This design comes from an exercise in tuning for small area, a short achievable clock period and few clock cycles per item on the open sky130 flow, not from production work.
In this exercise RTL edits were held to simulation tests only and were not proved equivalent to the original.

Setup of job 9337:
Design seqpolar, start of the top module:
module seqpolar(i_clk, i_reset, i_stb, i_xval, i_yval, i_aux, o_busy,
		o_done, o_mag, o_phase, o_aux);
Size: roughly 130 flip-flops, about 120 I/O pins, about 12000 um^2 of cells after synthesis.
Settings: LEC_CHECK=0, CAP_MARGIN=20, CORE_MARGIN=2, CORE_UTILIZATION=40, CTS_BUF_LIST=sky130_fd_sc_hd__clkbuf_8, SETUP_SLACK_MARGIN=2.6, SLEW_MARGIN=20; clock period 7.0 ns.
standard.sh (not shown) runs the stock make flow with config.mk's settings and CLKGATE_MAP_FILE= SYNTH_SCRIPT=/design/flow/synth_recipe.tcl, a recipe that flattens the netlist after the stock synthesis.
==> flow/flow/run.sh <==
#!/bin/bash
set -euo pipefail
export BUFFER_PORTS_ARGS="-buffer_cell sky130_fd_sc_hd__buf_1"
bash standard.sh > standard_flow.log 2>&1
Testbench counts of job 9337, summed over its fixed seeds: cycles 18,182, items 512.
diff inputs: job 9337 => job 7616
==> flow/run.sh (new file) <==
#!/bin/bash
# synth_recipe.tcl (not shown) runs the flow's synth.tcl, then flattens the netlist and writes it again
# the make line also repeats each setting of config.mk as NAME=value (left out here)
make -C /OpenROAD-flow-scripts/flow DESIGN_CONFIG=/design/flow/config.mk WORK_HOME=/design/flow/orfs CLKGATE_MAP_FILE= SYNTH_SCRIPT=/design/flow/synth_recipe.tcl finish
removed: flow/flow/run.sh
removed: flow/standard.sh
## What came out
- Launch point of the critical path = yn[35]: job 9337; launch point of the critical path = sa[0]: job 7616
- Diff job 9337 -> job 7616: fraction of met3 tracks used by global routing now larger; fraction of area in multi-input gates decreased 3.2 points; maximum clock rate down about 1.6%.
For job 7019, these inputs were changed with respect to job 7616:
- CORE_UTILIZATION now 50, was 40
==> flow/flow/run.sh (new file) <==
#!/bin/bash
set -euo pipefail
export BUFFER_PORTS_ARGS="-buffer_cell sky130_fd_sc_hd__buf_1"
bash standard.sh > standard_flow.log 2>&1
==> flow/standard.sh (new file) <==
#!/bin/bash
# synth_recipe.tcl (not shown) runs the flow's synth.tcl, then flattens the netlist and writes it again
# the make line also repeats each setting of config.mk as NAME=value (left out here)
make -C /OpenROAD-flow-scripts/flow DESIGN_CONFIG=/design/flow/config.mk WORK_HOME=/design/flow/orfs CLKGATE_MAP_FILE= SYNTH_SCRIPT=/design/flow/synth_recipe.tcl "${@:-finish}"
removed: flow/run.sh
## What came out
Re sum of met2 wire segment lengths after detailed routing: job 7019 is about 5% up on job 7616. Delta (job 7019 minus job 7616): final cell count without fillers shows a reduction of 1.8%, final worst setup slack shows a reduction of 0.024 ns, multi-input combinational cell count shows no meaningful change. Cmp job 7019 and job 7616 / non-clock buffer count / lower: job 7616. In the reports for job 7019 and job 7616, the larger number of rows created at floorplan belongs to job 7616. Job 7019: first-iteration DRC count 20 above job 7616. Diff job 7616..job 7019 | clock transition at the registers of the reported paths | negligible. Fmax (job 7019 over job 7616): decrease, about 0.5%.
Inputs modified between job 7019 and job 1634:
- CORE_UTILIZATION now 65, was 50
Data arrival time of the worst path in job 1634 vs job 7019: up 0.07 ns. Looking at total met3 wirelength after detailed routing, job 1634 sits about 25% above job 7019. Sort job 7019 and job 1634 by vertical die dimension desc -> top: job 7019. Final area: lower on job 1634. Job 1634 vs. job 7019: non-clock buffer count fell by 4.1%; row count fell by about 12%; die area fell by 5800 um^2.
The inputs of job 2981 differ from those of job 1634 as listed below.
- CORE_UTILIZATION changed from 65 to 40
- PLACE_DENSITY newly set to 0.7
Results
- Transition time at the pin with the least slew margin, job 1634 and job 2981: smaller value in job 1634
- Of job 1634 and job 2981, the lower post-route core utilization belongs to job 2981.
- Compared with job 1634, job 2981 shows maximum frequency higher by 1.3%.
#### Input delta (job 8253 over job 2981)
- a deleted PLACE_DENSITY that had been 0.7
- a change of SETUP_SLACK_MARGIN from 2.6 to 2.8
## What came out
The final worst setup slack number comes out higher for job 8253 vs job 2981.
Compared with job 2981, job 8253 shows a higher total met3 wirelength after detailed routing.

========
seqpolar, a different RTL version from the one above (not shown whole).
Size: about 1,600 cells after synthesis, ~13,000 um^2 of cells after synthesis.
==> flow/design.v (excerpt) <==
module seqpolar(i_clk, i_reset, i_stb, i_xval, i_yval, i_aux, o_busy,
		o_done, o_mag, o_phase, o_aux);
	input	wire		i_clk, i_reset, i_stb;
	input	wire	[28:0]	i_xval, i_yval;
	input	wire		i_aux;
	output	wire		o_busy;
	output	reg		o_done;
	output	wire	[25:0]	o_mag;
	output	wire	[25:0]	o_phase;
	output	reg		o_aux;
	reg		busy;
	reg		rot;		 
	reg	[5:0]	k;		 
	reg	[5:0]	kn;		 
	reg	[33:0]	xv;		 
	reg	[39:1]	yn;		 
	reg	[35:1]	ph;		 
	wire	sx = i_xval[28], sy = i_yval[28];
	wire	[33:0]	ex = { {1{sx}}, i_xval, 4'b0 };
	wire	[39:1]	ey = { {7{sy}}, i_yval, 3'b0 };
	wire	[33:0]	ld_x = sx ? { {2{sx}}, i_xval, 3'b0 } : ex;
	wire	[35:1]	ld_p = { !sx, !(sx^sy), 33'h1c7c6e34f };
	wire		d = yn[39];			 
	wire	[39:0]	y0 = { yn, 1'b0 };
	wire	[39:0]	ys0 = kn[0] ? y0  : { {2{y0[39]}},  y0[39:2] };
	wire	[39:0]	ys1 = kn[1] ? ys0 : { {4{ys0[39]}}, ys0[39:4] };
	wire	[39:0]	ys2 = kn[2] ? ys1 : { {8{ys1[39]}}, ys1[39:8] };
	wire	[39:0]	ys3 = kn[3] ? ys2 : { {16{ys2[39]}}, ys2[39:16] };
	wire	[39:0]	ys4 = kn[4] ? ys3 : { {32{ys3[39]}}, ys3[39:32] };
	wire	[33:0]	ysh = kn[5] ? ys4[33:0] : {34{ys4[39]}};
	wire	[33:0]	xmask = {34{1'b1}} << k;
	wire	[33:0]	xm = xv & xmask;
	wire		last = (k == 6'd33);
	wire	[9:0]	x34 = xv[9:0] + {9'b0, d};
	wire		rnd = last && (x34[9] || (x34[7:0] != 8'd0));
	wire	[33:0]	xop = (ysh ^ {34{d}}) | {25'b0, rnd, 8'b0};
	wire	[33:0]	xa = xv & {34{!rot}};
	wire	[33:0]	xn_s_a = xa;
	wire	[33:0]	xn_s_b = xop;
	wire	[33:0]	xn_s_p = xn_s_a ^ xn_s_b;
  ...
make LEC_CHECK=0 CAP_MARGIN=20 CORE_MARGIN=2 CORE_UTILIZATION=40 SETUP_SLACK_MARGIN=2 SLEW_MARGIN=20 finish   # period 7.0 ns
run.sh (not shown) runs the stock make flow with config.mk's settings and CLKGATE_MAP_FILE= SYNTH_SCRIPT=/design/flow/synth_recipe.tcl, a recipe that flattens the netlist after the stock synthesis.
Stock flow here: none of the scripts above is used.
The starting point ran to the end with no violations.
Testbench counts at the start, summed over its fixed seeds: cycles 18,182, items 512.
Edit:
==> flow/flow/run.sh (new file) <==
#!/bin/bash
set -euo pipefail
export BUFFER_PORTS_ARGS="-buffer_cell sky130_fd_sc_hd__buf_1"
bash standard.sh > standard_flow.log 2>&1
==> flow/standard.sh (new file) <==
#!/bin/bash
# synth_recipe.tcl (not shown) runs the flow's synth.tcl, then flattens the netlist and writes it again
# the make line also repeats each setting of config.mk as NAME=value (left out here)
make -C /OpenROAD-flow-scripts/flow DESIGN_CONFIG=/design/flow/config.mk WORK_HOME=/design/flow/orfs CLKGATE_MAP_FILE= SYNTH_SCRIPT=/design/flow/synth_recipe.tcl "${@:-finish}"
- SETUP_SLACK_MARGIN: 2 -> 2.5
removed: flow/run.sh
What happened:
- setup slack improved by 0.27 ns
- wire length came out higher by 1.4%
- design area hardly moves
- via count went up by 2.9%
- core utilization fell by 0.11 points
- hold slack degrades by 0.020 ns
Edit:
==> flow/run.sh (new file) <==
#!/bin/bash
# synth_recipe.tcl (not shown) runs the flow's synth.tcl, then flattens the netlist and writes it again
# the make line also repeats each setting of config.mk as NAME=value (left out here)
make -C /OpenROAD-flow-scripts/flow DESIGN_CONFIG=/design/flow/config.mk WORK_HOME=/design/flow/orfs CLKGATE_MAP_FILE= SYNTH_SCRIPT=/design/flow/synth_recipe.tcl finish
removed: flow/flow/run.sh
removed: flow/standard.sh
After rerunning:
- The changed run finished with timing, DRC and antenna clean
- synthesized area does not change
- clock skew rose by 0.0045 ns
- wire length rose by a few percent
- die area does not change
- non-clock buffer count fell by 4

## afterwards: timing with drivers on the ports
No port has a modelled driver above. Below, the same layouts with a new extraction and two added sets of constraints.
Step 1 sets driving cells, clkbuf_16 on the clock port and buf_2 on the other inputs (assumed; they add their load-dependent delay and slew).
Step 2 moves the port delays by t, midway between the first and last clock arrival at a register: inputs arrive t later, outputs are due t later. That takes back most of the time a late clock gives input paths.
Three values: no drivers, after step 1, after step 2; two values: the first two.
| run | t (ns) | setup WS [ns] | worst setup path at the end |
|---|---|---|---|
| job 9337 | 0.528 | 2.537 / 2.537 / 2.537 | register to register |
| job 7616 | 0.526 | 2.466 / 2.466 / 2.466 | register to register |
| job 7019 | 0.518 | 2.442 / 2.442 / 2.442 | register to register |
| job 1634 | 0.523 | 2.379 / 2.379 / 2.379 | register to register |
| job 2981 | 0.521 | 2.440 / 2.440 / 2.440 | register to register |
| job 8253 | 0.546 | 2.463 / 2.463 / 2.463 | register to register |
| the first run of note 2 | 0.486 | 2.219 / 2.219 / 2.219 | register to register |
| the second run of note 2 | 0.491 | 2.485 / 2.485 / 2.485 | register to register |
| the third run of note 2 | 0.485 | 2.559 / 2.559 / 2.559 | register to register |
After both steps setup and hold are still met in every run listed.
